From an optimization exercise on the open Yosys and OpenROAD flow, aimed at small area and a short achievable clock period; shortcuts taken in it are not production practice. Only simulation tests tie the RTL to the original design; equivalence was not proved.

== JK ==
// systolic_array
module systolic_array #(
    parameter M           = 5,
    parameter N           = 3,
    parameter K           = 4,
    parameter DATA_WIDTH  = 32
) (
    input clk,
    input rst_n,
    input [DATA_WIDTH*M-1:0] X,
    input [DATA_WIDTH*K-1:0] W,
    output reg [DATA_WIDTH*M*K-1:0] Y,
    output done
);
Settings: LEC_CHECK=0, ABC_AREA=1, CAP_MARGIN=20, CORE_MARGIN=2, CORE_UTILIZATION=50, CTS_CLUSTER_DIAMETER=150, CTS_CLUSTER_SIZE=20, PLACE_DENSITY=0.6, SETUP_SLACK_MARGIN=5, SLEW_MARGIN=20, SYNTH_HIERARCHICAL=1; clock period 8.5 ns.
standard.sh (not shown) runs the stock make flow with config.mk's settings and CLKGATE_MAP_FILE= SYNTH_SCRIPT=/design/flow/synth_recipe.tcl, a recipe that flattens the netlist after the stock synthesis.
==> flow/flow/run.sh <==
#!/bin/bash
# The standard layout with two changes:
#  - input and output ports are buffered with plain buffers (buf_1) instead
#    of the delay cells buffer_ports picks by default;
#  - after the standard synthesis, fa_polarity.py complements some full
#    adders (a full adder is self-dual) so that fewer inverters are needed
#    between them; registers and all other cells are unchanged.
set -euo pipefail
export BUFFER_PORTS_ARGS="-buffer_cell sky130_fd_sc_hd__buf_1"
RES=orfs/results/${FLOW_PLATFORM}/systolic_array/base
bash standard.sh synth > make_synth.log 2>&1
python3 flow/fa_polarity.py $RES/1_2_yosys.v $RES/1_2_yosys.pol.v > fa_polarity.log 2>&1
cp $RES/1_2_yosys.v 1_2_yosys.standard.v
mv $RES/1_2_yosys.pol.v $RES/1_2_yosys.v
rm -f $RES/1_synth.odb $RES/1_synth.sdc
bash standard.sh > make_layout.log 2>&1
==> flow/flow/fa_polarity.py <==
#!/usr/bin/env python3
"""Remove inverters around full adders in a mapped netlist.

A full adder is self-dual: complementing its three inputs complements both
outputs; an XOR gate absorbs an inverted input or output by becoming XNOR
(and back).  This script chooses, for each sky130 fa and xor/xnor cell, whether to use it in
complemented form so that as few inverters as possible are needed, removes
the netlist's inverters (inv/clkinv) and inserts one inverter per net that
still needs a complemented copy.  Registers, ports and every other cell are
left as they are; the netlist computes the same function.

usage: fa_polarity.py IN.v OUT.v
"""
import re, sys, random, collections

src = open(sys.argv[1]).read()
cell_re = re.compile(r'^(\s*)(sky130_fd_sc_hd__\w+)\s+(\S+)\s*\((.*?)\);\s*$', re.S | re.M)
pin_re = re.compile(r'\.(\w+)\(([^()]*)\)')
OUTPINS = {'X', 'Y', 'Q', 'Q_N', 'SUM', 'COUT', 'HI', 'LO'}

m = re.search(r'^\s*module\s+(\w+)\s*\(([^)]*)\);', src, re.M)
ports = set(p.strip() for p in m.group(2).split(','))
def is_port_net(n):
    base = n.split('[')[0].strip()
    return base in ports

cells = []   # [typ, name, pins(dict pin->net), span]
for mm in cell_re.finditer(src):
    typ = mm.group(2).split('__')[1]
    pins = {p: n.strip() for p, n in pin_re.findall(mm.group(4))}
    cells.append([typ, mm.group(3), pins, mm.span()])

def is_inv(t): return re.match(r'(clk)?inv_\d+$', t) is not None
def is_fa(t): return re.match(r'fa_\d+$', t) is not None
def is_xor(t): return re.match(r'x(n)?or2_[124]$', t) is not None

drv = {}
for i, (t, n, pins, _) in enumerate(cells):
    for p, net in pins.items():
        if p in OUTPINS:
            drv[net] = i
# inverters we may remove: those whose output is not a port
removable = set()
for i, (t, n, pins, _) in enumerate(cells):
    if is_inv(t) and not is_port_net(pins['Y']):
        removable.add(i)

def source(net):
    par = 0
    seen = 0
    while net in drv and drv[net] in removable:
        par ^= 1
        net = cells[drv[net]][2]['A']
        seen += 1
        assert seen < 100
    return net, par

# every input pin of a kept cell: (cell, pin, source net, parity)
uses = []
for i, (t, n, pins, _) in enumerate(cells):
    if i in removable:
        continue
    for p, net in pins.items():
        if p in OUTPINS:
            continue
        if not (net.startswith('_') or net.startswith('\\') or re.match(r'[A-Za-z]', net)):
            continue  # constants
        s, par = source(net)
        uses.append((i, p, s, par))

fas = [i for i, c in enumerate(cells) if is_fa(c[0]) or is_xor(c[0])]
flip = collections.defaultdict(int)
bysrc = collections.defaultdict(list)
for u in uses:
    bysrc[u[2]].append(u)

def netcost(s):
    d = drv.get(s)
    fd = flip[d] if d is not None else 0
    need1 = any(par ^ fd ^ flip[i] for (i, p, _, par) in bysrc[s] if not is_xor(cells[i][0]))
    return 1 if need1 else 0

famnets = collections.defaultdict(set)
for s, us in bysrc.items():
    d = drv.get(s)
    if d is not None and (is_fa(cells[d][0]) or is_xor(cells[d][0])):
        famnets[d].add(s)
    for (i, p, _, par) in us:
        if is_fa(cells[i][0]):
            famnets[i].add(s)

def total():
    return sum(netcost(s) for s in bysrc)

before = total()
rng = random.Random(1)
best = before
order = list(fas)
for rnd in range(40):
    rng.shuffle(order)
    changed = False
    for f in order:
        nets = famnets[f]
        b = sum(netcost(s) for s in nets)
        flip[f] ^= 1
        a = sum(netcost(s) for s in nets)
        if a < b or (a == b and rng.random() < 0.3):
            changed = changed or a < b
        else:
            flip[f] ^= 1
    cur = total()
    if cur < best:
        best = cur
        bestflip = dict(flip)
    if rnd > 10 and not changed:
        break
if best < before:
    flip = collections.defaultdict(int, bestflip)
else:
    flip = collections.defaultdict(int)
after = total()

# rewrite
newinv = {}
newwires = []
def inverted(s):
    if s not in newinv:
        k = len(newinv)
        w = f"_polinv{k}_"
        newinv[s] = w
        newwires.append(w)
    return newinv[s]

out_cells = {}
for i, (t, n, pins, span) in enumerate(cells):
    if i in removable:
        out_cells[i] = None
        continue
    np = dict(pins)
    for p, net in pins.items():
        if p in OUTPINS:
            continue
    out_cells[i] = np
xtog = collections.defaultdict(int)
for (i, p, s, par) in uses:
    d = drv.get(s)
    fd = flip[d] if d is not None else 0
    if is_xor(cells[i][0]):
        xtog[i] ^= par ^ fd
        out_cells[i][p] = s
        continue
    need = par ^ fd ^ flip[i]
    out_cells[i][p] = inverted(s) if need else s
for i, c in enumerate(cells):
    if is_xor(c[0]) and (xtog[i] ^ flip[i]):
        c[0] = c[0].replace("xnor2", "XX").replace("xor2", "xnor2").replace("XX", "xor2")
        pn = out_cells[i]
        if "X" in pn:
            out_cells[i] = {("Y" if k == "X" else k): v for k, v in pn.items()}
        else:
            out_cells[i] = {("X" if k == "Y" else k): v for k, v in pn.items()}

def esc(v):
    return v + " " if v.startswith("\\") else v

def fmt(t, n, pins, indent):
    body = ",\n".join(f"{indent}  .{p}({esc(v)})" for p, v in pins.items())
    return f"{indent}sky130_fd_sc_hd__{t} {n} (\n{body}\n{indent});"

pieces = []
last = 0
for i, (t, n, pins, span) in enumerate(cells):
    pieces.append(src[last:span[0]])
    last = span[1]
    if out_cells[i] is None:
        continue
    # keep original formatting of the instance, only pin values change
    indent = re.match(r'\s*', src[span[0]:span[1]]).group(0).lstrip('\n')
    pieces.append("\n" + fmt(t, n, out_cells[i], indent if indent else "  "))
pieces.append(src[last:])
text = "".join(pieces)
# declarations and new inverters
decl = "".join(f"  wire {w};\n" for w in newwires)
insts = "".join(f"  sky130_fd_sc_hd__inv_1 _polinvc{k}_ (\n    .A({esc(s)}),\n    .Y({w})\n  );\n"
                for k, (s, w) in enumerate(newinv.items()))
pos = text.rfind("endmodule")
text = text[:pos] + insts + text[pos:]
# wires right after the module's port list declarations: before first cell
first = cell_re.search(text).start()
text = text[:first] + "\n" + decl + text[first:]
open(sys.argv[2], "w").write(text)
print(f"fa_polarity: {len(fas)} full adders, {sum(flip.values())} complemented; "
      f"inverters {len(removable)} removable -> {len(newinv)} inserted (cost before flips {before})",
      file=sys.stderr)
diff inputs: JK => MS
-- flow/flow/fa_polarity.py --
<<< JK, line 3

A full adder is self-dual: complementing its three inputs complements both
outputs; an XOR gate absorbs an inverted input or output by becoming XNOR
(and back).  This script chooses, for each sky130 fa and xor/xnor cell, whether to use it in
complemented form so that as few inverters as possible are needed, removes
the netlist's inverters (inv/clkinv) and inserts one inverter per net that
>>> MS, line 3

A full adder is self-dual: complementing its three inputs complements both
outputs.  This script chooses, for each sky130 fa cell, whether to use it in
complemented form so that as few inverters as possible are needed, removes
the netlist's inverters (inv/clkinv) and inserts one inverter per net that
<<< JK, line 33
def is_inv(t): return re.match(r'(clk)?inv_\d+$', t) is not None
def is_fa(t): return re.match(r'fa_\d+$', t) is not None
def is_xor(t): return re.match(r'x(n)?or2_[124]$', t) is not None

drv = {}
>>> MS, line 32
def is_inv(t): return re.match(r'(clk)?inv_\d+$', t) is not None
def is_fa(t): return re.match(r'fa_\d+$', t) is not None

drv = {}
<<< JK, line 69
        uses.append((i, p, s, par))

fas = [i for i, c in enumerate(cells) if is_fa(c[0]) or is_xor(c[0])]
flip = collections.defaultdict(int)
bysrc = collections.defaultdict(list)
>>> MS, line 67
        uses.append((i, p, s, par))

fas = [i for i, c in enumerate(cells) if is_fa(c[0])]
flip = collections.defaultdict(int)
bysrc = collections.defaultdict(list)
<<< JK, line 78
    d = drv.get(s)
    fd = flip[d] if d is not None else 0
    need1 = any(par ^ fd ^ flip[i] for (i, p, _, par) in bysrc[s] if not is_xor(cells[i][0]))
    return 1 if need1 else 0

>>> MS, line 76
    d = drv.get(s)
    fd = flip[d] if d is not None else 0
    need1 = any(par ^ fd ^ flip[i] for (i, p, _, par) in bysrc[s])
    return 1 if need1 else 0

<<< JK, line 84
for s, us in bysrc.items():
    d = drv.get(s)
    if d is not None and (is_fa(cells[d][0]) or is_xor(cells[d][0])):
        famnets[d].add(s)
    for (i, p, _, par) in us:
>>> MS, line 82
for s, us in bysrc.items():
    d = drv.get(s)
    if d is not None and is_fa(cells[d][0]):
        famnets[d].add(s)
    for (i, p, _, par) in us:
<<< JK, line 142
            continue
    out_cells[i] = np
xtog = collections.defaultdict(int)
for (i, p, s, par) in uses:
    d = drv.get(s)
    fd = flip[d] if d is not None else 0
    if is_xor(cells[i][0]):
        xtog[i] ^= par ^ fd
        out_cells[i][p] = s
        continue
    need = par ^ fd ^ flip[i]
    out_cells[i][p] = inverted(s) if need else s
for i, c in enumerate(cells):
    if is_xor(c[0]) and (xtog[i] ^ flip[i]):
        c[0] = c[0].replace("xnor2", "XX").replace("xor2", "xnor2").replace("XX", "xor2")
        pn = out_cells[i]
        if "X" in pn:
            out_cells[i] = {("Y" if k == "X" else k): v for k, v in pn.items()}
        else:
            out_cells[i] = {("X" if k == "Y" else k): v for k, v in pn.items()}

def esc(v):
>>> MS, line 140
            continue
    out_cells[i] = np
for (i, p, s, par) in uses:
    d = drv.get(s)
    fd = flip[d] if d is not None else 0
    need = par ^ fd ^ flip[i]
    out_cells[i][p] = inverted(s) if need else s

def esc(v):
-- flow/config.mk --
<<< JK, line 13
export CTS_CLUSTER_SIZE = 20
export PLACE_DENSITY = 0.6
export SETUP_SLACK_MARGIN = 5
export SLEW_MARGIN = 20
export SYNTH_HIERARCHICAL = 1
>>> MS, line 13
export CTS_CLUSTER_SIZE = 20
export PLACE_DENSITY = 0.6
export SETUP_SLACK_MARGIN = 4.8
export SLEW_MARGIN = 20
export SYNTH_HIERARCHICAL = 1
- Comparing MS and JK, the higher amount of wire on met3 after detailed routing is on JK.
- Status: via count parity (MS, JK)
- The final layout from MS, which completed every stage, passed the timing, DRC and antenna checks at the end of the flow.
- Looking at end-of-flow core utilization across MS and JK, the one that comes out higher is JK.
- The higher per-cell via count in the routed design came out of JK.
- Per the comparison of MS with JK, number of antenna violations at the first check in global routing decreased by 4 relative to the old numbers; non-clock buffer count decreased by 60 relative to the old numbers; register share of the cell area increased by 0.37 points relative to the old numbers.
- JK -> MS: cell area after layout decreased slightly
- MS against JK: final worst setup slack fell by 180 ps; first-iteration DRC count now larger.
Setup changes, MS to AL
==> flow/config.mk <==
export PLATFORM = sky130hd
export DESIGN_NAME = systolic_array
export DESIGN_NICKNAME = systolic_array
export VERILOG_FILES = /design/flow/design.v
export SDC_FILE = /design/flow/constraint.sdc
export NUM_CORES = 8
export LEC_CHECK = 0
export ABC_AREA = 1
export CAP_MARGIN = 20
export CORE_MARGIN = 2
export CORE_UTILIZATION = 55
export CTS_CLUSTER_DIAMETER = 150
export CTS_CLUSTER_SIZE = 20
export PLACE_DENSITY = 0.65
export SETUP_SLACK_MARGIN = 5
export SLEW_MARGIN = 20
export SYNTH_HIERARCHICAL = 1
--- outcome ---
Compared with MS, AL ends up with a larger final cell area.
The run showing the greater critical path buffer and inverter count is MS.
Starting utilization of the core area in AL is 5.2 points higher than in MS
Fmax | AL vs MS | AL faster
Diff MS -> AL: minimum clock period after layout went down 180 ps; area growth from synthesis to layout has increased.
Diff MS -> AL | area of the multi-input gates | up slightly
Input-level comparison between TR and AL:
-- flow/flow/fa_polarity.py --
<<< AL, line 3

A full adder is self-dual: complementing its three inputs complements both
outputs.  This script chooses, for each sky130 fa cell, whether to use it in
complemented form so that as few inverters as possible are needed, removes
the netlist's inverters (inv/clkinv) and inserts one inverter per net that
>>> TR, line 3

A full adder is self-dual: complementing its three inputs complements both
outputs; an XOR gate absorbs an inverted input or output by becoming XNOR
(and back).  This script chooses, for each sky130 fa and xor/xnor cell, whether to use it in
complemented form so that as few inverters as possible are needed, removes
the netlist's inverters (inv/clkinv) and inserts one inverter per net that
<<< AL, line 32
def is_inv(t): return re.match(r'(clk)?inv_\d+$', t) is not None
def is_fa(t): return re.match(r'fa_\d+$', t) is not None

drv = {}
>>> TR, line 33
def is_inv(t): return re.match(r'(clk)?inv_\d+$', t) is not None
def is_fa(t): return re.match(r'fa_\d+$', t) is not None
def is_xor(t): return re.match(r'x(n)?or2_[124]$', t) is not None

drv = {}
<<< AL, line 67
        uses.append((i, p, s, par))

fas = [i for i, c in enumerate(cells) if is_fa(c[0])]
flip = collections.defaultdict(int)
bysrc = collections.defaultdict(list)
>>> TR, line 69
        uses.append((i, p, s, par))

fas = [i for i, c in enumerate(cells) if is_fa(c[0]) or is_xor(c[0])]
flip = collections.defaultdict(int)
bysrc = collections.defaultdict(list)
<<< AL, line 76
    d = drv.get(s)
    fd = flip[d] if d is not None else 0
    need1 = any(par ^ fd ^ flip[i] for (i, p, _, par) in bysrc[s])
    return 1 if need1 else 0

>>> TR, line 78
    d = drv.get(s)
    fd = flip[d] if d is not None else 0
    need1 = any(par ^ fd ^ flip[i] for (i, p, _, par) in bysrc[s] if not is_xor(cells[i][0]))
    return 1 if need1 else 0

<<< AL, line 82
for s, us in bysrc.items():
    d = drv.get(s)
    if d is not None and is_fa(cells[d][0]):
        famnets[d].add(s)
    for (i, p, _, par) in us:
>>> TR, line 84
for s, us in bysrc.items():
    d = drv.get(s)
    if d is not None and (is_fa(cells[d][0]) or is_xor(cells[d][0])):
        famnets[d].add(s)
    for (i, p, _, par) in us:
<<< AL, line 140
            continue
    out_cells[i] = np
for (i, p, s, par) in uses:
    d = drv.get(s)
    fd = flip[d] if d is not None else 0
    need = par ^ fd ^ flip[i]
    out_cells[i][p] = inverted(s) if need else s

def esc(v):
>>> TR, line 142
            continue
    out_cells[i] = np
xtog = collections.defaultdict(int)
for (i, p, s, par) in uses:
    d = drv.get(s)
    fd = flip[d] if d is not None else 0
    if is_xor(cells[i][0]):
        xtog[i] ^= par ^ fd
        out_cells[i][p] = s
        continue
    need = par ^ fd ^ flip[i]
    out_cells[i][p] = inverted(s) if need else s
for i, c in enumerate(cells):
    if is_xor(c[0]) and (xtog[i] ^ flip[i]):
        c[0] = c[0].replace("xnor2", "XX").replace("xor2", "xnor2").replace("XX", "xor2")
        pn = out_cells[i]
        if "X" in pn:
            out_cells[i] = {("Y" if k == "X" else k): v for k, v in pn.items()}
        else:
            out_cells[i] = {("X" if k == "Y" else k): v for k, v in pn.items()}

def esc(v):
-- flow/config.mk --
<<< AL, line 9
export CAP_MARGIN = 20
export CORE_MARGIN = 2
export CORE_UTILIZATION = 55
export CTS_CLUSTER_DIAMETER = 150
export CTS_CLUSTER_SIZE = 20
export PLACE_DENSITY = 0.65
export SETUP_SLACK_MARGIN = 5
export SLEW_MARGIN = 20
>>> TR, line 9
export CAP_MARGIN = 20
export CORE_MARGIN = 2
export CORE_UTILIZATION = 50
export CTS_CLUSTER_DIAMETER = 150
export CTS_CLUSTER_SIZE = 20
export GPL_TIMING_DRIVEN = 0
export PLACE_DENSITY = 0.6
export SETUP_SLACK_MARGIN = 5
export SLEW_MARGIN = 20
Findings:
Compared with AL, TR shows a lower headroom to the max-slew limit. TR against AL: post-placement setup slack dropped 1060 ps; first-pass GRT wire length climbed 37%. TR vs. AL: layout inverter count without the clock tree decreased 6.0%; via count now larger; overall global routing resource usage now sits higher.
### TR -> PW
-- flow/config.mk --
<<< TR, line 12
export CTS_CLUSTER_DIAMETER = 150
export CTS_CLUSTER_SIZE = 20
export GPL_TIMING_DRIVEN = 0
export PLACE_DENSITY = 0.6
export SETUP_SLACK_MARGIN = 5
>>> PW, line 12
export CTS_CLUSTER_DIAMETER = 150
export CTS_CLUSTER_SIZE = 20
export GPL_ROUTABILITY_DRIVEN = 0
export PLACE_DENSITY = 0.6
export SETUP_SLACK_MARGIN = 5
## What came out
Met1 layer wirelength in the final routing (higher): TR
The fmax number comes out lower for TR vs PW.
No stage failed in PW, and the final checks on the layout all came back clean.
In PW the number of vias per cell turned out 0.56 lower than in TR.
Share of the clock period used by the worst path after layout for PW is lower than for TR.
As of PW, final cell count without fillers had fallen by a few percent compared to TR.
PW: met1 layer usage reported by global route 19 points below TR
Going from TR to PW, cell depth of the worst setup path lower.

-- static timing again, ports no longer ideal --
No port has a modelled driver above. Below, the same layouts with a new extraction and two added sets of constraints.
Step 1: set_driving_cell puts a clkbuf_16 on clk and a buf_2 on each other input, an assumption about the parent block.
Step 2 moves the port delays by t, midway between the first and last clock arrival at a register: inputs arrive t later, outputs are due t later. That takes back most of the time a late clock gives input paths.
Three values: ideal, step 1, step 2; two values: the first two.
run | t, ns | slack for setup (ns) | worst hold slack (ns) | worst data-port slew with drivers (ns) | pins driven straight from the clock port
JK | 0.956 | 4.996 / 4.897 / 4.996 | 0.296 / 0.296 / 0.296 | 0.15 | 1
MS | 0.941 | 4.817 / 4.817 / 4.817 | 0.311 / 0.311 / 0.311 | 0.19 | 1
AL | 0.932 | 4.998 / 4.897 / 5.003 | 0.327 / 0.327 / 0.327 | 0.18 | 1
TR | 0.981 | 4.723 / 4.723 / 4.723 | 0.300 / 0.300 / 0.300 | 0.16 | 1
PW | 0.955 | 5.011 / 4.912 / 5.011 | 0.294 / 0.294 / 0.294 | 0.15 | 1
After both steps every run listed still meets setup and hold.
